Background: an optimization exercise with open tools, aiming at small area, a short achievable clock period and few clock cycles per item. Do not read the settings as production practice. Function was checked by simulation only, so behaviour that the tests miss may differ from the original.

File: flow/config.mk
export PLATFORM = sky130hd
export DESIGN_NAME = fft_wrapper
export DESIGN_NICKNAME = fft_wrapper
export VERILOG_FILES = /design/flow/design.v
export SDC_FILE = /design/flow/constraint.sdc
export NUM_CORES = 4
export LEC_CHECK = 0
export CAP_MARGIN = 20
export CORE_MARGIN = 2
export CORE_UTILIZATION = 40
export PLACE_DENSITY = 0.6
export SLEW_MARGIN = 20
File: flow/constraint.sdc
create_clock -name core_clock -period 10.0 [get_ports {clk}]
set_input_delay 2.0000 -clock core_clock [delete_from_list [all_inputs] [get_ports {clk}]]
set_output_delay 2.0000 -clock core_clock [all_outputs]
set_load 0.01 [all_outputs]
File: flow/design.v
module dpram( 
   douta, doutb,
   clka, addra, dina, wea, ena, clkb, addrb, dinb, web
   );
    parameter ADDR_WIDTH = 6;
    parameter DATA_WIDTH = 38;
    input clka;
    input [ADDR_WIDTH-1:0] addra;
    input [DATA_WIDTH-1:0] dina;
    input wea;
    input ena;
    output [DATA_WIDTH-1:0] douta;
    input clkb;
    input [ADDR_WIDTH-1:0] addrb;
    input [DATA_WIDTH-1:0] dinb;
    input web;
    output [DATA_WIDTH-1:0] doutb;
    reg [DATA_WIDTH-1:0] mem [0:(1<<ADDR_WIDTH)-1];
    reg [DATA_WIDTH-1:0] douta_q0;
    reg [DATA_WIDTH-1:0] douta_q1;
    reg [DATA_WIDTH-1:0] doutb_q0;
    reg [DATA_WIDTH-1:0] doutb_q1;
    assign douta = douta_q1;
    assign doutb = doutb_q1;
    always @ (posedge clka) begin
        if (ena) begin
            if (wea) begin
                mem[addra] <= dina;
            end
            douta_q0 <= mem[addra];
            douta_q1 <= douta_q0;
        end
        if (web) begin
            mem[addrb] <= dinb;
        end
        doutb_q0 <= mem[addrb];
        doutb_q1 <= doutb_q0;
    end
endmodule
module memory_mux ( 
   fft_rdataa, fft_rdatab, axis_mem2m_rdata,
   clk, axis_rx, axis_tx, wmem_id, rmem_id, fft_raddra, fft_raddrb,
   fft_waddra, fft_waddrb, fft_wdataa, fft_wdatab, fft_wea, fft_web,
   axis_s2mem_wea, axis_s2mem_waddra, axis_s2mem_wdataa,
   axis_s2mem_web, axis_s2mem_waddrb, axis_s2mem_wdatab,
   axis_mem2m_clken, axis_mem2m_raddr
   );
    parameter FFT_SIZE = 16;
    parameter SAMPLE_WIDTH = 16;
    input clk;
    input axis_rx;
    input axis_tx;
    input wmem_id;
    input rmem_id;
    input [$clog2(FFT_SIZE)-1:0] fft_raddra;
    input [$clog2(FFT_SIZE)-1:0] fft_raddrb;
    output [2*(SAMPLE_WIDTH + $clog2(FFT_SIZE)/2)-1:0] fft_rdataa;
    output [2*(SAMPLE_WIDTH + $clog2(FFT_SIZE)/2)-1:0] fft_rdatab;
    input [$clog2(FFT_SIZE)-1:0] fft_waddra;
    input [$clog2(FFT_SIZE)-1:0] fft_waddrb;
    input [2*(SAMPLE_WIDTH + $clog2(FFT_SIZE)/2)-1:0] fft_wdataa;
    input [2*(SAMPLE_WIDTH + $clog2(FFT_SIZE)/2)-1:0] fft_wdatab;
    input fft_wea;
    input fft_web;
    input axis_s2mem_wea;
    input [$clog2(FFT_SIZE)-1:0] axis_s2mem_waddra;
    input [2*(SAMPLE_WIDTH + $clog2(FFT_SIZE)/2)-1:0] axis_s2mem_wdataa;
    input axis_s2mem_web;
    input [$clog2(FFT_SIZE)-1:0] axis_s2mem_waddrb;
    input [2*(SAMPLE_WIDTH + $clog2(FFT_SIZE)/2)-1:0] axis_s2mem_wdatab;
    input axis_mem2m_clken;
    input [$clog2(FFT_SIZE)-1:0] axis_mem2m_raddr;
    output [2*(SAMPLE_WIDTH + $clog2(FFT_SIZE)/2)-1:0] axis_mem2m_rdata;
    reg [$clog2(FFT_SIZE)-1:0] mem0_addra;
    reg [2*(SAMPLE_WIDTH + $clog2(FFT_SIZE)/2)-1:0] mem0_dina;
    reg mem0_wea;
    reg mem0_ena;
    wire [2*(SAMPLE_WIDTH + $clog2(FFT_SIZE)/2)-1:0] mem0_douta;
    reg [$clog2(FFT_SIZE)-1:0] mem0_addrb;
    reg [2*(SAMPLE_WIDTH + $clog2(FFT_SIZE)/2)-1:0] mem0_dinb;
    reg mem0_web;
    wire [2*(SAMPLE_WIDTH + $clog2(FFT_SIZE)/2)-1:0] mem0_doutb;
    reg [$clog2(FFT_SIZE)-1:0] mem1_addra;
    reg [2*(SAMPLE_WIDTH + $clog2(FFT_SIZE)/2)-1:0] mem1_dina;
    reg mem1_wea;
    reg mem1_ena;
    wire [2*(SAMPLE_WIDTH + $clog2(FFT_SIZE)/2)-1:0] mem1_douta;
    reg [$clog2(FFT_SIZE)-1:0] mem1_addrb;
    reg [2*(SAMPLE_WIDTH + $clog2(FFT_SIZE)/2)-1:0]mem1_dinb;
    reg mem1_web;
    wire [2*(SAMPLE_WIDTH + $clog2(FFT_SIZE)/2)-1:0] mem1_doutb;
    assign axis_mem2m_rdata = mem0_douta;
    assign fft_rdataa = (rmem_id == 0) ? mem0_douta : mem1_douta;
    assign fft_rdatab = (rmem_id == 0) ? mem0_doutb : mem1_doutb;
    always @* begin
        mem0_addra = fft_raddra;
        mem0_dina = {2*(SAMPLE_WIDTH + $clog2(FFT_SIZE)/2){1'b0}};
        mem0_wea = 1'b0;
        mem0_ena = 1'b1;
        mem0_addrb = fft_raddrb;
        mem0_dinb = {2*(SAMPLE_WIDTH + $clog2(FFT_SIZE)/2){1'b0}};
        mem0_web = 1'b0;
        if (axis_rx) begin
            mem0_addra = axis_s2mem_waddra;
            mem0_dina = axis_s2mem_wdataa;
            mem0_wea = axis_s2mem_wea;
            mem0_addrb = axis_s2mem_waddrb;
            mem0_dinb = axis_s2mem_wdatab;
            mem0_web = axis_s2mem_web;
            mem0_ena = 1'b1;
        end
        else if (axis_tx) begin
            mem0_addra = axis_mem2m_raddr;
            mem0_dina = {2*(SAMPLE_WIDTH + $clog2(FFT_SIZE)/2){1'b0}};
            mem0_wea = 1'b0;
            mem0_ena = axis_mem2m_clken;
        end
        else if (wmem_id == 0) begin
            mem0_addra = fft_waddra;
            mem0_dina = fft_wdataa;
            mem0_wea = fft_wea;
            mem0_ena = 1'b1;
            mem0_addrb = fft_waddrb;
            mem0_dinb = fft_wdatab;
            mem0_web = fft_web;
        end
    end
    always @* begin
        if (wmem_id == 1) begin
            mem1_addra = fft_waddra;
            mem1_dina = fft_wdataa;
            mem1_wea = fft_wea;
            mem1_ena = 1'b1;
            mem1_addrb = fft_waddrb;
            mem1_dinb = fft_wdatab;
            mem1_web = fft_web;
        end
        else begin
            mem1_addra = fft_raddra;
            mem1_dina = {2*(SAMPLE_WIDTH + $clog2(FFT_SIZE)/2){1'b0}};
            mem1_wea = 1'b0;
            mem1_ena = 1'b1;
            mem1_addrb = fft_raddrb;
            mem1_dinb = {2*(SAMPLE_WIDTH + $clog2(FFT_SIZE)/2){1'b0}};
            mem1_web = 1'b0;
        end
    end
    dpram #(.ADDR_WIDTH($clog2(FFT_SIZE)), .DATA_WIDTH(2*(SAMPLE_WIDTH + $clog2(FFT_SIZE)/2))) mem0 (
        .clka(clk),
        .addra(mem0_addra),
        .dina(mem0_dina),
        .douta(mem0_douta),
        .wea(mem0_wea),
        .ena(mem0_ena),
        .clkb(clk),
        .addrb(mem0_addrb),
        .dinb(mem0_dinb),
        .doutb(mem0_doutb),
        .web(mem0_web)
    );
    dpram #(.ADDR_WIDTH($clog2(FFT_SIZE)), .DATA_WIDTH(2*(SAMPLE_WIDTH + $clog2(FFT_SIZE)/2))) mem1 (
        .clka(clk),
        .addra(mem1_addra),
        .dina(mem1_dina),
        .douta(mem1_douta),
        .wea(mem1_wea),
        .ena(mem1_ena),
        .clkb(clk),
        .addrb(mem1_addrb),
        .dinb(mem1_dinb),
        .doutb(mem1_doutb),
        .web(mem1_web)
    );
endmodule
module twiddle_rom( 
   twiddle,
   clk, twiddle_addr
   );
    parameter FFT_SIZE = 16;
    input clk;
    input [$clog2(FFT_SIZE/2)-1:0] twiddle_addr;
    output [50-1:0] twiddle;
    reg [50-1:0] rom_data;
    reg [50-1:0] twiddle_q0;
    reg [50-1:0] twiddle_q1;
    assign twiddle = twiddle_q1;
    always @* begin
        case (twiddle_addr)
            3'd0: rom_data = 50'h1fffcffff8001;
            3'd1: rom_data = 50'h1d9008a8b58c5;
            3'd2: rom_data = 50'h16a07ffff4afd;
            3'd3: rom_data = 50'h0c3ef757558c4;
            3'd4: rom_data = 50'h0000300018000;
            3'd5: rom_data = 50'h33c16b189baba;
            3'd6: rom_data = 50'h295fa95f80000;
            3'd7: rom_data = 50'h226feb1884546;
            default: rom_data = {50{1'b0}};
        endcase
    end
    always @ (posedge clk) begin
        twiddle_q0 <= rom_data;
        twiddle_q1 <= twiddle_q0;
    end
endmodule
module twiddle_multiplier( 
   out_real, out_imag,
   clk, in_real, in_imag, twiddle_real, twiddle_sum, twiddle_diff
   );
    parameter DATA_WIDTH = 44;
    parameter TWIDDLE_WIDTH = 50;
    input clk;
    input signed [DATA_WIDTH/2-1:0] in_real;
    input signed [DATA_WIDTH/2-1:0] in_imag;
    input signed [15:0] twiddle_real;
    input signed [16:0] twiddle_sum;
    input signed [16:0] twiddle_diff;
    output signed [DATA_WIDTH/2-1:0] out_real;
    output signed [DATA_WIDTH/2-1:0] out_imag;
    reg signed [DATA_WIDTH/2-1:0] in_real_q0;
    reg signed [DATA_WIDTH/2-1:0] in_imag_q0;
    reg signed [DATA_WIDTH/2-1:0] in_real_q1;
    reg signed [DATA_WIDTH/2-1:0] in_imag_q1;
    reg signed [15:0] twiddle_real_q0;
    reg signed [15:0] twiddle_real_q1;
    reg signed [DATA_WIDTH/2:0] pre_add0_q;
    reg signed [16:0] twiddle_sum_q0;
    reg signed [16:0] twiddle_diff_q0;
    reg signed [16:0] twiddle_sum_q1;
    reg signed [16:0] twiddle_diff_q1;
    reg signed [47:0] mult0_q;
    reg signed [47:0] mult1_q;
    reg signed [47:0] mult2_q;
    reg signed [47:0] post_add0_q;
    reg signed [47:0] post_add1_q;
    assign out_real = post_add0_q[36:15];
    assign out_imag = post_add1_q[36:15];
    always @ (posedge clk) begin
        in_real_q0 <= in_real;
        in_imag_q0 <= in_imag;
        in_real_q1 <= in_real_q0;
        in_imag_q1 <= in_imag_q0;
        twiddle_real_q0 <= twiddle_real;
        twiddle_real_q1 <= twiddle_real_q0;
        twiddle_diff_q0 <= twiddle_diff;
        twiddle_sum_q0 <= twiddle_sum;
        twiddle_diff_q1 <= twiddle_diff_q0;
        twiddle_sum_q1 <= twiddle_sum_q0;
    end
    always @ (posedge clk) begin
        pre_add0_q <= in_real_q0 + in_imag_q0;
    end
    always @ (posedge clk) begin
        mult0_q <= twiddle_real_q1 * pre_add0_q;
        mult1_q <= in_real_q1 * twiddle_diff_q1;
        mult2_q <= in_imag_q1 * twiddle_sum_q1;
    end
    always @ (posedge clk) begin
        post_add0_q <= mult0_q - mult2_q;
        post_add1_q <= mult0_q + mult1_q;
    end
endmodule
module butterfly( 
   fft_wdataa, fft_wdatab,
   clk, fft_rdataa, fft_rdatab, twiddle, scale
   );
    parameter FFT_SIZE = 16;
    parameter SAMPLE_WIDTH = 16;
    localparam DELAY_PIPE = 4;
    input clk;
    input [2*(SAMPLE_WIDTH + $clog2(FFT_SIZE)/2)-1:0] fft_rdataa;
    input [2*(SAMPLE_WIDTH + $clog2(FFT_SIZE)/2)-1:0] fft_rdatab;
    input [50-1:0] twiddle;
    output [2*(SAMPLE_WIDTH + $clog2(FFT_SIZE)/2)-1:0] fft_wdataa;
    output [2*(SAMPLE_WIDTH + $clog2(FFT_SIZE)/2)-1:0] fft_wdatab;
    input scale;
    reg [2*(SAMPLE_WIDTH + $clog2(FFT_SIZE)/2)-1:0] in1_q [DELAY_PIPE-1:0];
    wire signed [2*(SAMPLE_WIDTH + $clog2(FFT_SIZE)/2)/2-1:0] in1_real_delayed;
    wire signed [2*(SAMPLE_WIDTH + $clog2(FFT_SIZE)/2)/2-1:0] in1_imag_delayed;
    assign {in1_real_delayed, in1_imag_delayed} = in1_q[DELAY_PIPE-1];
    wire signed [2*(SAMPLE_WIDTH + $clog2(FFT_SIZE)/2)/2-1:0] in2_real;
    wire signed [2*(SAMPLE_WIDTH + $clog2(FFT_SIZE)/2)/2-1:0] in2_imag;
    assign {in2_real, in2_imag} = fft_rdatab;
    wire [15:0] twiddle_real;
    wire [16:0] twiddle_sum;
    wire [16:0] twiddle_diff;
    assign {twiddle_real, twiddle_sum, twiddle_diff} = twiddle;
    wire signed [2*(SAMPLE_WIDTH + $clog2(FFT_SIZE)/2)/2-1:0] twiddle_mult_real;
    wire signed [2*(SAMPLE_WIDTH + $clog2(FFT_SIZE)/2)/2-1:0] twiddle_mult_imag; 
    reg signed [2*(SAMPLE_WIDTH + $clog2(FFT_SIZE)/2)/2-1:0] out1_real;
    reg signed [2*(SAMPLE_WIDTH + $clog2(FFT_SIZE)/2)/2-1:0] out1_imag;
    reg signed [2*(SAMPLE_WIDTH + $clog2(FFT_SIZE)/2)/2-1:0] out2_real;
    reg signed [2*(SAMPLE_WIDTH + $clog2(FFT_SIZE)/2)/2-1:0] out2_imag;
    wire [2*(SAMPLE_WIDTH + $clog2(FFT_SIZE)/2)/2-1:0] out1_real_scaled;
    wire [2*(SAMPLE_WIDTH + $clog2(FFT_SIZE)/2)/2-1:0] out1_imag_scaled;
    wire [2*(SAMPLE_WIDTH + $clog2(FFT_SIZE)/2)/2-1:0] out2_real_scaled;
    wire [2*(SAMPLE_WIDTH + $clog2(FFT_SIZE)/2)/2-1:0] out2_imag_scaled;
    assign out1_real_scaled = scale ? {out1_real[2*(SAMPLE_WIDTH + $clog2(FFT_SIZE)/2)/2-1], out1_real[2*(SAMPLE_WIDTH + $clog2(FFT_SIZE)/2)/2-1:1]} : out1_real;
    assign out1_imag_scaled = scale ? {out1_imag[2*(SAMPLE_WIDTH + $clog2(FFT_SIZE)/2)/2-1], out1_imag[2*(SAMPLE_WIDTH + $clog2(FFT_SIZE)/2)/2-1:1]} : out1_imag;
    assign out2_real_scaled = scale ? {out2_real[2*(SAMPLE_WIDTH + $clog2(FFT_SIZE)/2)/2-1], out2_real[2*(SAMPLE_WIDTH + $clog2(FFT_SIZE)/2)/2-1:1]} : out2_real;
    assign out2_imag_scaled = scale ? {out2_imag[2*(SAMPLE_WIDTH + $clog2(FFT_SIZE)/2)/2-1], out2_imag[2*(SAMPLE_WIDTH + $clog2(FFT_SIZE)/2)/2-1:1]} : out2_imag;
    assign fft_wdataa = {out1_real_scaled, out1_imag_scaled};
    assign fft_wdatab = {out2_real_scaled, out2_imag_scaled};
    integer i;
    always @ (posedge clk) begin
        in1_q[0] <= fft_rdataa;
        for (i=0; i<DELAY_PIPE-1; i=i+1) begin
            in1_q[i+1] <= in1_q[i];
        end
    end
    always @ (posedge clk) begin
        out1_real <= in1_real_delayed + twiddle_mult_real;
        out1_imag <= in1_imag_delayed + twiddle_mult_imag;
        out2_real <= in1_real_delayed - twiddle_mult_real;
        out2_imag <= in1_imag_delayed - twiddle_mult_imag;
    end
    twiddle_multiplier m0
    (   
     .out_real				(twiddle_mult_real),
     .out_imag				(twiddle_mult_imag),
     .clk				(clk),
     .in_real				(in2_real),
     .in_imag				(in2_imag),
     .twiddle_real			(twiddle_real),
     .twiddle_sum			(twiddle_sum),
     .twiddle_diff          (twiddle_diff)
     );
endmodule
module address_gen ( 
   addr_gen_busy, fft_raddra, fft_raddrb, fft_waddra, fft_waddrb,
   fft_wea, fft_web, fft_data_valid, twiddle_addr,
   clk, reset, addr_gen_go, fft_level
   );
    parameter FFT_SIZE = 16;
    localparam BFLY_LATENCY = 7;
    input clk, reset;
    input addr_gen_go;
    output addr_gen_busy;
    input [$clog2($clog2(FFT_SIZE))-1:0] fft_level;
    output [$clog2(FFT_SIZE)-1:0] fft_raddra;
    output [$clog2(FFT_SIZE)-1:0] fft_raddrb;
    output [$clog2(FFT_SIZE)-1:0] fft_waddra;
    output [$clog2(FFT_SIZE)-1:0] fft_waddrb;
    output fft_wea;
    output fft_web;
    output fft_data_valid;
    output [$clog2(FFT_SIZE)-2:0] twiddle_addr;
    reg [$clog2(FFT_SIZE)-2:0] bfly_count_q;
    reg [$clog2(FFT_SIZE)-1:0] fft_waddra_q [BFLY_LATENCY-1:0];
    reg [$clog2(FFT_SIZE)-1:0] fft_waddrb_q [BFLY_LATENCY-1:0];
    wire [$clog2(FFT_SIZE)-1:0] raddra_shift;
    wire [$clog2(FFT_SIZE)-1:0] raddrb_shift;
    reg [BFLY_LATENCY-1:0] fft_data_valid_q;
    assign raddra_shift = {bfly_count_q, 1'b0};
    assign raddrb_shift = {bfly_count_q, 1'b1};
    assign fft_raddra = ((raddra_shift << fft_level) | (raddra_shift >> ($clog2(FFT_SIZE)-fft_level))) & {$clog2(FFT_SIZE){1'b1}};
    assign fft_raddrb = ((raddrb_shift << fft_level) | (raddrb_shift >> ($clog2(FFT_SIZE)-fft_level))) & {$clog2(FFT_SIZE){1'b1}};
    assign fft_waddra = fft_waddra_q[BFLY_LATENCY-1];
    assign fft_waddrb = fft_waddrb_q[BFLY_LATENCY-1];
    assign fft_data_valid = fft_data_valid_q[BFLY_LATENCY-1];
    assign fft_wea = fft_data_valid;
    assign fft_web = fft_data_valid;
    reg [$clog2(FFT_SIZE)-1:0] twiddle_mask;
    assign twiddle_addr = bfly_count_q & twiddle_mask[$clog2(FFT_SIZE)-2:0];
    assign addr_gen_busy = addr_gen_state_q == COUNTING;
    reg addr_gen_state_q;
    localparam IDLE=0,
        COUNTING=1;
    always @ (posedge clk) begin
        if (reset) begin
            addr_gen_state_q <= IDLE;
        end else begin
            case(addr_gen_state_q)
                IDLE: begin
                    addr_gen_state_q <= addr_gen_go ? COUNTING : IDLE;
                end
                COUNTING: begin
                    addr_gen_state_q <= &bfly_count_q ? IDLE : COUNTING;
                end
            endcase
        end
    end
    always @ (posedge clk) begin
        if (reset) begin
            bfly_count_q <= {($clog2(FFT_SIZE)-1){1'b0}};
            twiddle_mask <= {$clog2(FFT_SIZE){1'b0}};
        end else
        case (addr_gen_state_q)
            IDLE: begin
                twiddle_mask <= addr_gen_go ? {1'b1, twiddle_mask[$clog2(FFT_SIZE)-1:1]} : twiddle_mask;
            end
            COUNTING: begin
                bfly_count_q <= bfly_count_q + 1'b1;
                if (&bfly_count_q && fft_level == ($clog2(FFT_SIZE)-1)) begin
                    twiddle_mask <= {$clog2(FFT_SIZE){1'b0}};
                end
            end
        endcase
    end
    integer i;
    always @ (posedge clk) begin
        fft_waddra_q[0] <= fft_raddra;
        fft_waddrb_q[0] <= fft_raddrb;
        fft_data_valid_q[0] <= addr_gen_state_q == COUNTING;
        for (i=0; i<BFLY_LATENCY-1; i=i+1) begin
            fft_waddra_q[i+1] <= fft_waddra_q[i];
            fft_waddrb_q[i+1] <= fft_waddrb_q[i];
            fft_data_valid_q[i+1] <= fft_data_valid_q[i];
        end
    end
endmodule
module axis_bram_slave( 
   axis_bram_slave_busy, axis_s2mem_waddra, axis_s2mem_wdataa,
   axis_s2mem_wea, axis_s2mem_waddrb, axis_s2mem_wdatab,
   axis_s2mem_web, axis_win2fft_tready,
   clk, reset, axis_bram_slave_go, axis_win2fft_tvalid,
   axis_win2fft_tlast, axis_win2fft_tdata, axis_win2fft_tkeep
   );
    parameter FFT_SIZE = 16;
    parameter SAMPLE_WIDTH = 16;
    input clk, reset;
    input axis_bram_slave_go;
    output axis_bram_slave_busy;
    output [$clog2(FFT_SIZE)-1:0] axis_s2mem_waddra; 
    output [2*(SAMPLE_WIDTH + $clog2(FFT_SIZE)/2)-1:0] axis_s2mem_wdataa;
    output axis_s2mem_wea;
    output [$clog2(FFT_SIZE)-1:0] axis_s2mem_waddrb; 
    output [2*(SAMPLE_WIDTH + $clog2(FFT_SIZE)/2)-1:0] axis_s2mem_wdatab;
    output axis_s2mem_web;
    assign axis_s2mem_web = 1'b0;
    assign axis_s2mem_waddrb = {$clog2(FFT_SIZE){1'b0}};
    assign axis_s2mem_wdatab = {2*(SAMPLE_WIDTH + $clog2(FFT_SIZE)/2){1'b0}};
    input axis_win2fft_tvalid;
    input axis_win2fft_tlast;
    input [SAMPLE_WIDTH-1:0] axis_win2fft_tdata;
    input [SAMPLE_WIDTH/8-1:0] axis_win2fft_tkeep;
    output axis_win2fft_tready;
    assign axis_bram_slave_busy = axis_bram_s_state_q != IDLE;
    assign axis_win2fft_tready = axis_bram_s_state_q == WRITE;
    assign axis_s2mem_wea = axis_win2fft_tready & axis_win2fft_tvalid;
    assign axis_s2mem_wdataa = {{(2*(SAMPLE_WIDTH + $clog2(FFT_SIZE)/2)/2 - SAMPLE_WIDTH){axis_win2fft_tdata[SAMPLE_WIDTH-1]}}, axis_win2fft_tdata, {2*(SAMPLE_WIDTH + $clog2(FFT_SIZE)/2)/2{1'b0}}};
    reg [$clog2(FFT_SIZE)-1:0] counter_q;
    generate
        for (genvar i=0; i<$clog2(FFT_SIZE); i=i+1) begin
            assign axis_s2mem_waddra[i] = counter_q[$clog2(FFT_SIZE)-1-i];
        end
    endgenerate
    localparam IDLE = 0,
        WRITE = 1;
    reg axis_bram_s_state_q;
    always @ (posedge clk) begin
        if (reset) begin
            axis_bram_s_state_q <= IDLE;
        end else begin
            case (axis_bram_s_state_q)
                IDLE: begin
                    if (axis_bram_slave_go) begin
                        axis_bram_s_state_q <= WRITE;
                    end
                    counter_q <= {$clog2(FFT_SIZE){1'b0}};
                end
                WRITE: begin
                    counter_q <=  axis_win2fft_tvalid ? counter_q + 1'b1 : counter_q;
                    if ((counter_q == FFT_SIZE-1) && axis_win2fft_tvalid) begin
                        axis_bram_s_state_q <= IDLE;
                    end
                end
            endcase
        end
    end
endmodule
module axis_bram_master( 
   axis_bram_master_busy, axis_mem2m_raddr, axis_mem2m_clken,
   m_axis_tvalid, m_axis_tlast, m_axis_tdata, m_axis_tkeep,
   clk, reset, axis_bram_master_go, axis_mem2m_rdata, m_axis_tready
   );
    parameter SAMPLE_WIDTH = 16;
    parameter FFT_SIZE = 16;
    parameter REAL_INPUT = 1;
    input clk, reset;
    input axis_bram_master_go;
    output axis_bram_master_busy;
    output reg [$clog2(FFT_SIZE)-1:0] axis_mem2m_raddr;
    output axis_mem2m_clken;
    input [2*(SAMPLE_WIDTH + $clog2(FFT_SIZE)/2)-1:0] axis_mem2m_rdata;
    output m_axis_tvalid;
    output m_axis_tlast;
    output [(1 << $clog2(2*(SAMPLE_WIDTH + $clog2(FFT_SIZE)/2)))-1:0] m_axis_tdata;
    output [(1 << $clog2(2*(SAMPLE_WIDTH + $clog2(FFT_SIZE)/2)))/8-1:0] m_axis_tkeep;
    input m_axis_tready;
    wire [(1 << $clog2(2*(SAMPLE_WIDTH + $clog2(FFT_SIZE)/2)))/2-1:0] data_r;
    wire [(1 << $clog2(2*(SAMPLE_WIDTH + $clog2(FFT_SIZE)/2)))/2-1:0] data_i;
    localparam IDLE = 6'b000001,
        READING0    = 6'b000010,
        READING1    = 6'b000100,
        READ_SEND   = 6'b001000,
        SEND0       = 6'b010000,
        SEND1       = 6'b100000;
    (* fsm_encoding = "one_hot" *) reg [5:0] axis_master_state_q;
    wire done_reading;
    assign done_reading = (REAL_INPUT == 1) ? (axis_mem2m_raddr == FFT_SIZE/2) : &axis_mem2m_raddr;  
    assign axis_bram_master_busy = axis_master_state_q != IDLE;
    assign m_axis_tkeep = {(1 << $clog2(2*(SAMPLE_WIDTH + $clog2(FFT_SIZE)/2)))/8{1'b1}};  
    assign data_r = { {((1 << $clog2(2*(SAMPLE_WIDTH + $clog2(FFT_SIZE)/2)))/2-2*(SAMPLE_WIDTH + $clog2(FFT_SIZE)/2)/2){axis_mem2m_rdata[2*(SAMPLE_WIDTH + $clog2(FFT_SIZE)/2)-1]}}, axis_mem2m_rdata[2*(SAMPLE_WIDTH + $clog2(FFT_SIZE)/2)-1:2*(SAMPLE_WIDTH + $clog2(FFT_SIZE)/2)/2] };
    assign data_i = { {((1 << $clog2(2*(SAMPLE_WIDTH + $clog2(FFT_SIZE)/2)))/2-2*(SAMPLE_WIDTH + $clog2(FFT_SIZE)/2)/2){axis_mem2m_rdata[2*(SAMPLE_WIDTH + $clog2(FFT_SIZE)/2)/2-1]}}, axis_mem2m_rdata[2*(SAMPLE_WIDTH + $clog2(FFT_SIZE)/2)/2-1:0] };
    assign m_axis_tdata = {data_i, data_r};  
    assign m_axis_tvalid = (axis_master_state_q == READ_SEND) | (axis_master_state_q == SEND0) | (axis_master_state_q == SEND1);
    assign m_axis_tlast = axis_master_state_q == SEND1;
    assign axis_mem2m_clken = m_axis_tvalid ? m_axis_tready : 1'b1;  
    always @ (posedge clk) begin
        if (reset) begin
            axis_master_state_q <= IDLE;
        end else begin
            case (axis_master_state_q)
                IDLE: begin
                    if (axis_bram_master_go) begin
                        axis_master_state_q <= READING0;
                    end
                end
                READING0: begin
                    axis_master_state_q <= READING1;
                end
                READING1: begin
                    axis_master_state_q <= READ_SEND;
                end
                READ_SEND: begin
                    if (done_reading & m_axis_tready) begin
                        axis_master_state_q <= SEND0;
                    end
                end
                SEND0: begin
                    if (m_axis_tready) begin
                        axis_master_state_q <= SEND1;
                    end
                end
                SEND1: begin
                    if (m_axis_tready) begin
                        axis_master_state_q <= IDLE;
                    end
                end
            endcase
        end
    end
    always @ (posedge clk) begin
        case (axis_master_state_q)
            IDLE: begin
                axis_mem2m_raddr <= {$clog2(FFT_SIZE){1'b0}};
            end
            READING0: begin
                axis_mem2m_raddr <= axis_mem2m_raddr + 1'b1;
            end
            READING1: begin
                axis_mem2m_raddr <= axis_mem2m_raddr + 1'b1;
            end
            READ_SEND: begin
                axis_mem2m_raddr <= m_axis_tready ? axis_mem2m_raddr + 1'b1 : axis_mem2m_raddr;
            end
        endcase
    end
endmodule
module fft_top_ctrl( 
   fft_busy, axis_bram_slave_go, addr_gen_go, axis_bram_master_go,
   fft_level, wmem_id, rmem_id, axis_rx, axis_tx,
   clk, reset, fft_go, axis_bram_slave_busy, addr_gen_busy,
   fft_data_valid, axis_bram_master_busy
   );
    parameter FFT_SIZE = 16;
    localparam BFLY_LATENCY = 6;  
    input clk, reset;
    input fft_go;
    output fft_busy;
    input axis_bram_slave_busy;
    output reg axis_bram_slave_go;
    input addr_gen_busy;
    output reg addr_gen_go;
    input fft_data_valid;
    input axis_bram_master_busy;
    output reg axis_bram_master_go;
    output reg [$clog2($clog2(FFT_SIZE))-1:0] fft_level;
    assign fft_busy = (fft_top_state_q != IDLE);
    output wmem_id;
    output rmem_id;
    output axis_rx;
    output axis_tx;
    assign rmem_id = fft_level[0];
    assign wmem_id = ~fft_level[0];
    assign axis_rx = (fft_top_state_q == AXIS_READ);
    assign axis_tx = (fft_top_state_q == AXIS_SEND);
    localparam IDLE = 0,
        CLEAR = 1,
        AXIS_READ = 2,
        COMPUTE = 3,
        FLUSH_PIPE = 4,
        AXIS_SEND = 5;
    reg [2:0] fft_top_state_q;
    always @ (posedge clk) begin
        if (reset) begin
            fft_top_state_q <= IDLE;
        end else begin
            case (fft_top_state_q)
                IDLE: begin
                    fft_top_state_q <= fft_go ? AXIS_READ : IDLE;
                end
                AXIS_READ: begin
                    fft_top_state_q <= axis_bram_slave_busy ? AXIS_READ : COMPUTE;
                end
                COMPUTE: begin
                    fft_top_state_q <= addr_gen_busy ? COMPUTE : FLUSH_PIPE; 
                end
                FLUSH_PIPE: begin
                    if (~fft_data_valid) begin
                        fft_top_state_q <= (fft_level == $clog2(FFT_SIZE)-1) ? AXIS_SEND : COMPUTE;
                    end
                end
                AXIS_SEND: begin
                    fft_top_state_q <= axis_bram_master_busy ? AXIS_SEND : IDLE;
                end
            endcase
        end
    end
    always @ (posedge clk) begin
        case (fft_top_state_q)
            IDLE: begin
                fft_level <= {$clog2(FFT_SIZE){1'b0}};
            end
            FLUSH_PIPE: begin
                if (~fft_data_valid) begin
                    fft_level <= fft_level + 1'b1;
                end
            end
        endcase
    end
    always @* begin
        axis_bram_slave_go = 1'b0;
        addr_gen_go = 1'b0;
        axis_bram_master_go = 1'b0;
        case (fft_top_state_q)
            IDLE: begin
                if (fft_go) begin
                    axis_bram_slave_go = 1'b1;
                end
            end
            AXIS_READ: begin
                if (~axis_bram_slave_busy) begin
                    addr_gen_go = 1'b1;
                end
            end
            COMPUTE: begin
            end
            FLUSH_PIPE: begin
                if (~fft_data_valid) begin
                    addr_gen_go = (fft_level == $clog2(FFT_SIZE)-1) ? 1'b0 : 1'b1;
                    axis_bram_master_go = (fft_level == $clog2(FFT_SIZE)-1) ? 1'b1 : 1'b0;
                end
            end
        endcase
    end
endmodule
module fft_wrapper( 
   m_axis_tvalid, m_axis_tlast, m_axis_tkeep, m_axis_tdata, fft_busy,
   axis_win2fft_tready,
   m_axis_tready, fft_go, clk, axis_win2fft_tvalid,
   axis_win2fft_tlast, axis_win2fft_tkeep, axis_win2fft_tdata, reset
   );
    parameter FFT_SIZE = 16;
    parameter SAMPLE_WIDTH = 16;
    parameter REAL_INPUT = 1;
    input reset;
    input [SAMPLE_WIDTH-1:0] axis_win2fft_tdata; 
    input [SAMPLE_WIDTH/8-1:0] axis_win2fft_tkeep; 
    input		axis_win2fft_tlast;	 
    input		axis_win2fft_tvalid;	 
    input		clk;			 
    input		fft_go;			 
    input		m_axis_tready;		 
    output		axis_win2fft_tready;	 
    output		fft_busy;		 
    output [(1 << $clog2(2*(SAMPLE_WIDTH + $clog2(FFT_SIZE)/2)))-1:0] m_axis_tdata;	 
    output [(1 << $clog2(2*(SAMPLE_WIDTH + $clog2(FFT_SIZE)/2)))/8-1:0] m_axis_tkeep;	 
    output		m_axis_tlast;		 
    output		m_axis_tvalid;		 
    wire		addr_gen_busy;		 
    wire		addr_gen_go;		 
    wire		axis_bram_master_busy;	 
    wire		axis_bram_master_go;	 
    wire		axis_bram_slave_busy;	 
    wire		axis_bram_slave_go;	 
    wire		axis_mem2m_clken;	 
    wire [$clog2(FFT_SIZE)-1:0] axis_mem2m_raddr;	 
    wire [2*(SAMPLE_WIDTH + $clog2(FFT_SIZE)/2)-1:0] axis_mem2m_rdata;	 
    wire		axis_rx;		 
    wire [$clog2(FFT_SIZE)-1:0] axis_s2mem_waddra;	 
    wire [$clog2(FFT_SIZE)-1:0] axis_s2mem_waddrb;	 
    wire [2*(SAMPLE_WIDTH + $clog2(FFT_SIZE)/2)-1:0] axis_s2mem_wdataa;	 
    wire [2*(SAMPLE_WIDTH + $clog2(FFT_SIZE)/2)-1:0] axis_s2mem_wdatab;	 
    wire		axis_s2mem_wea;		 
    wire		axis_s2mem_web;		 
    wire		axis_tx;		 
    wire		fft_data_valid;		 
    wire [$clog2($clog2(FFT_SIZE))-1:0] fft_level;	 
    wire [$clog2(FFT_SIZE)-1:0]	fft_raddra;		 
    wire [$clog2(FFT_SIZE)-1:0]	fft_raddrb;		 
    wire [2*(SAMPLE_WIDTH + $clog2(FFT_SIZE)/2)-1:0] fft_rdataa;		 
    wire [2*(SAMPLE_WIDTH + $clog2(FFT_SIZE)/2)-1:0] fft_rdatab;		 
    wire [$clog2(FFT_SIZE)-1:0]	fft_waddra;		 
    wire [$clog2(FFT_SIZE)-1:0]	fft_waddrb;		 
    wire [2*(SAMPLE_WIDTH + $clog2(FFT_SIZE)/2)-1:0] fft_wdataa;		 
    wire [2*(SAMPLE_WIDTH + $clog2(FFT_SIZE)/2)-1:0] fft_wdatab;		 
    wire		fft_wea;		 
    wire		fft_web;		 
    wire		rmem_id;		 
    wire [50-1:0] twiddle;		 
    wire [$clog2(FFT_SIZE)-2:0]	twiddle_addr;		 
    wire		wmem_id;		 
    wire scale = fft_level[0];
    fft_top_ctrl #( 
		   .FFT_SIZE		(FFT_SIZE)) top_ctrl
    ( 
     .fft_busy				(fft_busy),
     .axis_bram_slave_go		(axis_bram_slave_go),
     .addr_gen_go			(addr_gen_go),
     .axis_bram_master_go		(axis_bram_master_go),
     .fft_level				(fft_level[$clog2($clog2(FFT_SIZE))-1:0]),
     .wmem_id				(wmem_id),
     .rmem_id				(rmem_id),
     .axis_rx				(axis_rx),
     .axis_tx				(axis_tx),
     .clk				(clk),
     .reset				(reset),
     .fft_go				(fft_go),
     .axis_bram_slave_busy		(axis_bram_slave_busy),
     .addr_gen_busy			(addr_gen_busy),
     .fft_data_valid			(fft_data_valid),
     .axis_bram_master_busy		(axis_bram_master_busy));
    butterfly #( 
		.FFT_SIZE		(FFT_SIZE),
		.SAMPLE_WIDTH		(SAMPLE_WIDTH)) bfu
    ( 
     .fft_wdataa			(fft_wdataa[2*(SAMPLE_WIDTH + $clog2(FFT_SIZE)/2)-1:0]),
     .fft_wdatab			(fft_wdatab[2*(SAMPLE_WIDTH + $clog2(FFT_SIZE)/2)-1:0]),
     .clk				(clk),
     .fft_rdataa			(fft_rdataa[2*(SAMPLE_WIDTH + $clog2(FFT_SIZE)/2)-1:0]),
     .fft_rdatab			(fft_rdatab[2*(SAMPLE_WIDTH + $clog2(FFT_SIZE)/2)-1:0]),
     .twiddle				(twiddle[50-1:0]),
     .scale				(scale));
    address_gen #( 
		  .FFT_SIZE		(FFT_SIZE)) agu
    ( 
     .addr_gen_busy			(addr_gen_busy),
     .fft_raddra			(fft_raddra[$clog2(FFT_SIZE)-1:0]),
     .fft_raddrb			(fft_raddrb[$clog2(FFT_SIZE)-1:0]),
     .fft_waddra			(fft_waddra[$clog2(FFT_SIZE)-1:0]),
     .fft_waddrb			(fft_waddrb[$clog2(FFT_SIZE)-1:0]),
     .fft_wea				(fft_wea),
     .fft_web				(fft_web),
     .fft_data_valid			(fft_data_valid),
     .twiddle_addr			(twiddle_addr[$clog2(FFT_SIZE)-2:0]),
     .clk				(clk),
     .reset				(reset),
     .addr_gen_go			(addr_gen_go),
     .fft_level				(fft_level[$clog2($clog2(FFT_SIZE))-1:0]));
    memory_mux #( 
		 .FFT_SIZE		(FFT_SIZE),
		 .SAMPLE_WIDTH		(SAMPLE_WIDTH)) mem
    ( 
     .fft_rdataa			(fft_rdataa[2*(SAMPLE_WIDTH + $clog2(FFT_SIZE)/2)-1:0]),
     .fft_rdatab			(fft_rdatab[2*(SAMPLE_WIDTH + $clog2(FFT_SIZE)/2)-1:0]),
     .axis_mem2m_rdata			(axis_mem2m_rdata[2*(SAMPLE_WIDTH + $clog2(FFT_SIZE)/2)-1:0]),
     .clk				(clk),
     .axis_rx				(axis_rx),
     .axis_tx				(axis_tx),
     .wmem_id				(wmem_id),
     .rmem_id				(rmem_id),
     .fft_raddra			(fft_raddra[$clog2(FFT_SIZE)-1:0]),
     .fft_raddrb			(fft_raddrb[$clog2(FFT_SIZE)-1:0]),
     .fft_waddra			(fft_waddra[$clog2(FFT_SIZE)-1:0]),
     .fft_waddrb			(fft_waddrb[$clog2(FFT_SIZE)-1:0]),
     .fft_wdataa			(fft_wdataa[2*(SAMPLE_WIDTH + $clog2(FFT_SIZE)/2)-1:0]),
     .fft_wdatab			(fft_wdatab[2*(SAMPLE_WIDTH + $clog2(FFT_SIZE)/2)-1:0]),
     .fft_wea				(fft_wea),
     .fft_web				(fft_web),
     .axis_s2mem_wea			(axis_s2mem_wea),
     .axis_s2mem_waddra			(axis_s2mem_waddra[$clog2(FFT_SIZE)-1:0]),
     .axis_s2mem_wdataa			(axis_s2mem_wdataa[2*(SAMPLE_WIDTH + $clog2(FFT_SIZE)/2)-1:0]),
     .axis_s2mem_web			(axis_s2mem_web),
     .axis_s2mem_waddrb			(axis_s2mem_waddrb[$clog2(FFT_SIZE)-1:0]),
     .axis_s2mem_wdatab			(axis_s2mem_wdatab[2*(SAMPLE_WIDTH + $clog2(FFT_SIZE)/2)-1:0]),
     .axis_mem2m_clken			(axis_mem2m_clken),
     .axis_mem2m_raddr			(axis_mem2m_raddr[$clog2(FFT_SIZE)-1:0]));
    twiddle_rom #( 
		  .FFT_SIZE		(FFT_SIZE)) twiddles
    ( 
     .twiddle				(twiddle[50-1:0]),
     .clk				(clk),
     .twiddle_addr			(twiddle_addr[$clog2(FFT_SIZE/2)-1:0]));
    axis_bram_master #( 
		       .SAMPLE_WIDTH	(SAMPLE_WIDTH),
		       .FFT_SIZE	(FFT_SIZE),
		       .REAL_INPUT	(REAL_INPUT)) axis_master
    ( 
     .axis_bram_master_busy		(axis_bram_master_busy),
     .axis_mem2m_raddr			(axis_mem2m_raddr[$clog2(FFT_SIZE)-1:0]),
     .axis_mem2m_clken			(axis_mem2m_clken),
     .m_axis_tvalid			(m_axis_tvalid),
     .m_axis_tlast			(m_axis_tlast),
     .m_axis_tdata			(m_axis_tdata[(1 << $clog2(2*(SAMPLE_WIDTH + $clog2(FFT_SIZE)/2)))-1:0]),
     .m_axis_tkeep			(m_axis_tkeep[(1 << $clog2(2*(SAMPLE_WIDTH + $clog2(FFT_SIZE)/2)))/8-1:0]),
     .clk				(clk),
     .reset				(reset),
     .axis_bram_master_go		(axis_bram_master_go),
     .axis_mem2m_rdata			(axis_mem2m_rdata[2*(SAMPLE_WIDTH + $clog2(FFT_SIZE)/2)-1:0]),
     .m_axis_tready			(m_axis_tready));
    axis_bram_slave #( 
		      .FFT_SIZE		(FFT_SIZE),
		      .SAMPLE_WIDTH	(SAMPLE_WIDTH)) axis_slave
    ( 
     .axis_bram_slave_busy		(axis_bram_slave_busy),
     .axis_s2mem_waddra			(axis_s2mem_waddra[$clog2(FFT_SIZE)-1:0]),
     .axis_s2mem_wdataa			(axis_s2mem_wdataa[2*(SAMPLE_WIDTH + $clog2(FFT_SIZE)/2)-1:0]),
     .axis_s2mem_wea			(axis_s2mem_wea),
     .axis_s2mem_waddrb			(axis_s2mem_waddrb[$clog2(FFT_SIZE)-1:0]),
     .axis_s2mem_wdatab			(axis_s2mem_wdatab[2*(SAMPLE_WIDTH + $clog2(FFT_SIZE)/2)-1:0]),
     .axis_s2mem_web			(axis_s2mem_web),
     .axis_win2fft_tready		(axis_win2fft_tready),
     .clk				(clk),
     .reset				(reset),
     .axis_bram_slave_go		(axis_bram_slave_go),
     .axis_win2fft_tvalid		(axis_win2fft_tvalid),
     .axis_win2fft_tlast		(axis_win2fft_tlast),
     .axis_win2fft_tdata		(axis_win2fft_tdata[SAMPLE_WIDTH-1:0]),
     .axis_win2fft_tkeep		(axis_win2fft_tkeep[SAMPLE_WIDTH/8-1:0]));
endmodule
File: flow/run.sh
#!/bin/bash
# synth_recipe.tcl (not shown) runs the flow's synth.tcl, then flattens the netlist and writes it again
# the make line also repeats each setting of config.mk as NAME=value (left out here)
make -C /OpenROAD-flow-scripts/flow DESIGN_CONFIG=/design/flow/config.mk WORK_HOME=/design/flow/orfs CLKGATE_MAP_FILE= SYNTH_SCRIPT=/design/flow/synth_recipe.tcl finish
==> run_results.csv <==
group,metric,value,unit
yosys,yosysTopAreaCell,"edfxtp_1",
cts,clock_latency,0.92,ns
final_layout,syn2layout_area_growth,9.10,%
placed_design,portBuffers,88,
floorplanning,die_area,320000,um2
floorplanning,initial_core_util,40.1,%
timing,fmax,132,MHz
yosys,ys_seq_area_share,42.3,%
setup_path,cp-start-kind,"flip-flop",
grt,grt_use_total,25.2,%
setup_path,endpoint_kind,"flip-flop",
cts,cts_tree,"done",
grt,grt_max_degree,193,
detailed_routing,ant_nets,0,
yosys,synth_edf_count,1216,
final_layout,final_common_cell,"nand2_1",
detailed_routing,drc,0,
yosys,yosysWarnings,16,
setup_path,critPathMaxFanout,19,
flow_run,cap_viol_max_count,0,
setup_path,worstPathArrival,8.23,ns
detailed_routing,num_vias,90369,
timing,finalSetupTns,0,ns
detailed_routing,via_per_inst,5.57,
final_layout,layout_common_cells,"nand2_1 (2,125), edfxtp_1 (1,216), inv_1 (1,149)",
yosys,synth-async-reset-ratio,0,%
yosys,synth-compound-area-share,10.4,%
yosys,yosysUniqueCellTypes,91,
timing,max_slew_margin,19.3,%
yosys,netlist.area_leader.share,29.0,%
cts,cts_setup_buffers,0,
setup_path,criticalPathCategory,"flip-flop to flip-flop",
cts,cts_buffers,218,
timing,fin_worst_skew,0.127,ns
grt,grt.overflow.total,0,
detailed_routing,wl_per_cell,24.9,um
min_path,hold_class,"flip-flop to flip-flop",
yosys,dominantRegCellSynth,"edfxtp_1",
final_layout,final_nets,13184,
setup_path,required,10.66,ns
timing,setup_violations,0,
grt,antenna_found_initial,28,
yosys,synth_seq_cells,2055,
detailed_routing,drtIter0Drc,9882,
placed_design,place_congestion,0.896,
floorplanning,die_width,565,um
grt,grt_pass1_vias,89858,
floorplanning,rows,206,
floorplanning,io_pins,100,
run_status,status,"no timing/DRC/antenna violations",
timing,final-hold-violation-count,0,
yosys,synth_top_family_by_area,"adder cells",
yosys,synthSimpleGateAreaFrac,13.7,%
final_layout,nFillCells,29430,
timing,slew_violations,0,
yosys,syn_avg_cell_area,10.2,um2
yosys,netlist_area,126000,um2
timing,period_minus_slack,7.56,ns
floorplanning,core_area,314000,um2
setup_path,r2r_setup_slack,2.44,ns
cts,clk_path_buf_depth,4,
cts,cts-htree-levels,4,
cts,path_clk_slew,0.07,ns
detailed_routing,drt-pass1-iter-count,6,
yosys,ys_top_cells_by_area,"edfxtp_1 (29%), fa_1 (14%), dfxtp_1 (13%), nand2_1 (6.4%), mux4_2 (5.1%)",
cts,cts-root-buf,"clkbuf_16",
cts,clock-sinks,2055,
final_layout,drive_above_1_share,8.07,%
timing,worst_pin_slew,1.18,ns
timing,rsz0062_at_grt,"false",
floorplanning,fp.dieH,565,um
placed_design,dp_hpwl,264000,um
yosys,muxShareOfSynthArea,7.41,%
yosys,synth-xor-area-share,1.62,%
yosys,synth_fa_ha_area_share,18.1,%
detailed_routing,wirelength,404000,um
cts,postCtsResizedCells,0,
cts,postCtsHoldBufs,0,
timing,final.period_utilization,75.6,%
yosys,synthCells,12319,
grt,grt_pass1_wl,593000,um
-- critical path, cell delays in order (launching register included) --
cell and delay [ns]:
dfxtp_1 0.84, nand2_1 0.54, inv_1 0.59, fa_1 0.51, inv_1 0.09, fa_1 0.42, fa_1 0.51, inv_1 0.06
fa_1 0.45, fa_1 0.52, inv_1 0.05, fa_1 0.47, inv_1 0.04, ha_1 0.37, a21oi_1 0.16, nor2b_1 0.06
o21ai_0 0.19, nand2_1 0.08, a31o_2 0.25, a221o_1 0.42, o41ai_1 0.56, o211ai_1 0.18
-- per-layer routing --
metal	share of wire (%)	routed length, um	track usage, %
met5	0.030	121	0
met4	6.3	25400	13.5
met3	9.9	40000	4.90
met1	39	156000	32.7
met2	45	183000	39.9
-- per-stage QoR --
| step | worst slack [ns] | cell area [um2] | hold slack [ns] | util, % | cells |
|---|---|---|---|---|---|
| after global placement | 2.52 | 130000 | 0.309 | 41.5 | 15805 |
| after floorplan | 3.49 | 126000 | 0.310 | - | 12326 |
| after CTS | 2.48 | 138000 | 0.279 | 43.8 | 16204 |
| after global routing | 2.05 | 138000 | 0.294 | 43.8 | 16213 |
| final | 2.44 | 138000 | 0.275 | 43.8 | 16218 |
| after detailed placement | 2.61 | 130000 | 0.312 | 41.5 | 15805 |
-- area by class of cell --
| type | count | area, um2 | area share (%) |
|---|---|---|---|
| flip-flops and latches | 2055 | 53300 | 38.8 |
| well taps | 4160 | 5200 | 3.78 |
| repair buffers | 236 | 2100 | 1.53 |
| inverters | 1151 | 4320 | 3.14 |
| diodes | 14 | 35.0 | 0.0255 |
| clock inverters | 93 | 805 | 0.585 |
| clock buffers | 306 | 6450 | 4.69 |
| multi-input cells | 8203 | 65300 | 47.5 |
-- cell families after synthesis --
kind of cell | count (synthesis)
AND/OR/NAND/NOR | 3906
AO/OA/AOI/OAI | 2191
buffers and inverters | 2068
flip-flops | 2055
adder cells (fa/ha/maj) | 1296
multiplexers | 569
XOR/XNOR | 233
other | 1
-- cell usage after synthesis, types with 7 or more instances --
library cell  instances
nand3b_1              7
ha_1                416
and2_1              357
o21ai_0             663
o21bai_1             37
a311oi_1            144
buf_4                50
a22o_1               19
nand2b_1             54
nand4_1              15
o21a_1               36
or2_2                 9
mux2i_1             213
dfxtp_1             839
edfxtp_1           1216
nand3_1             331
nor2_1              617
or3_1                23
a22oi_1              18
a21boi_0             10
a21oi_1             726
mux4_2              284
fa_1                879
nor2b_1             201
buf_2               168
xnor2_1             179
xor2_1               54
nand2_1            2136
a2111oi_0             8
nor3_1               44
nor3_4                7
clkbuf_1            647
mux2_2               71
a31oi_1             117
o211ai_1              9
o31ai_1              12
a211oi_1            267
inv_1              1150
buf_1                50
and3_1               66
a21o_1               56
-- state kept, by name, summed over array words and instances, names as in the netlist, 28 cells and up --
| name | flops |
|---|---|
| agu.fft_waddrb_q | 28 |
| mem.mem0.douta_q0 | 35 |
| mem.mem1.doutb_q0 | 36 |
| bfu.in1_q | 144 |
| mem.mem0.mem | 560 |
| mem.mem0.doutb_q1 | 35 |
| bfu.m0.mult2_q | 33 |
| bfu.m0.mult1_q | 33 |
| mem.mem0.douta_q1 | 35 |
| mem.mem1.douta_q0 | 36 |
| bfu.m0.mult0_q | 33 |
| agu.fft_waddra_q | 28 |
| mem.mem1.doutb_q1 | 36 |
| mem.mem1.mem | 576 |
| mem.mem1.douta_q1 | 36 |
| mem.mem0.doutb_q0 | 35 |
-- path summary, 6_finish.rpt --
check / from / to / cells past startpoint
worst max-delay path: bfu.m0.twiddle_diff_q1[14] / bfu.m0.mult1_q[32] / 21
worst min-delay path: mem.mem1.douta_q0[32] / mem.mem1.douta_q1[32] / 0
worst max register to register: bfu.m0.twiddle_diff_q1[14] / bfu.m0.mult1_q[32] / 21
worst min register to register: mem.mem1.douta_q0[32] / mem.mem1.douta_q1[32] / 0
Testbench counts, summed over its fixed seeds: cycles 6,008, frames 64.

afterwards: timing with drivers on the ports:
The results above use ideal ports. As a check the final layout listed here was re-extracted and re-timed, cells and wires unchanged.
Step 1: set_driving_cell puts a clkbuf_16 on clk and a buf_2 on each other input, an assumption about the parent block.
Step 2 moves the port delays by t, midway between the first and last clock arrival at a register: inputs arrive t later, outputs are due t later. That takes back most of the time a late clock gives input paths.
Three values: ideal, step 1, step 2; two values: the first two.
shift t [ns]: 0.954
setup slack, ns: 2.436 / 2.436 / 2.436
hold slack, ns: 0.275 / 0.275 / 0.275
worst setup path at the end: register to register
pins driven straight from the clock port: 1
After both steps this run still meets setup and hold. The setup slack of this run moves by 0.000 ns with the drivers and by 0.000 ns with both steps.
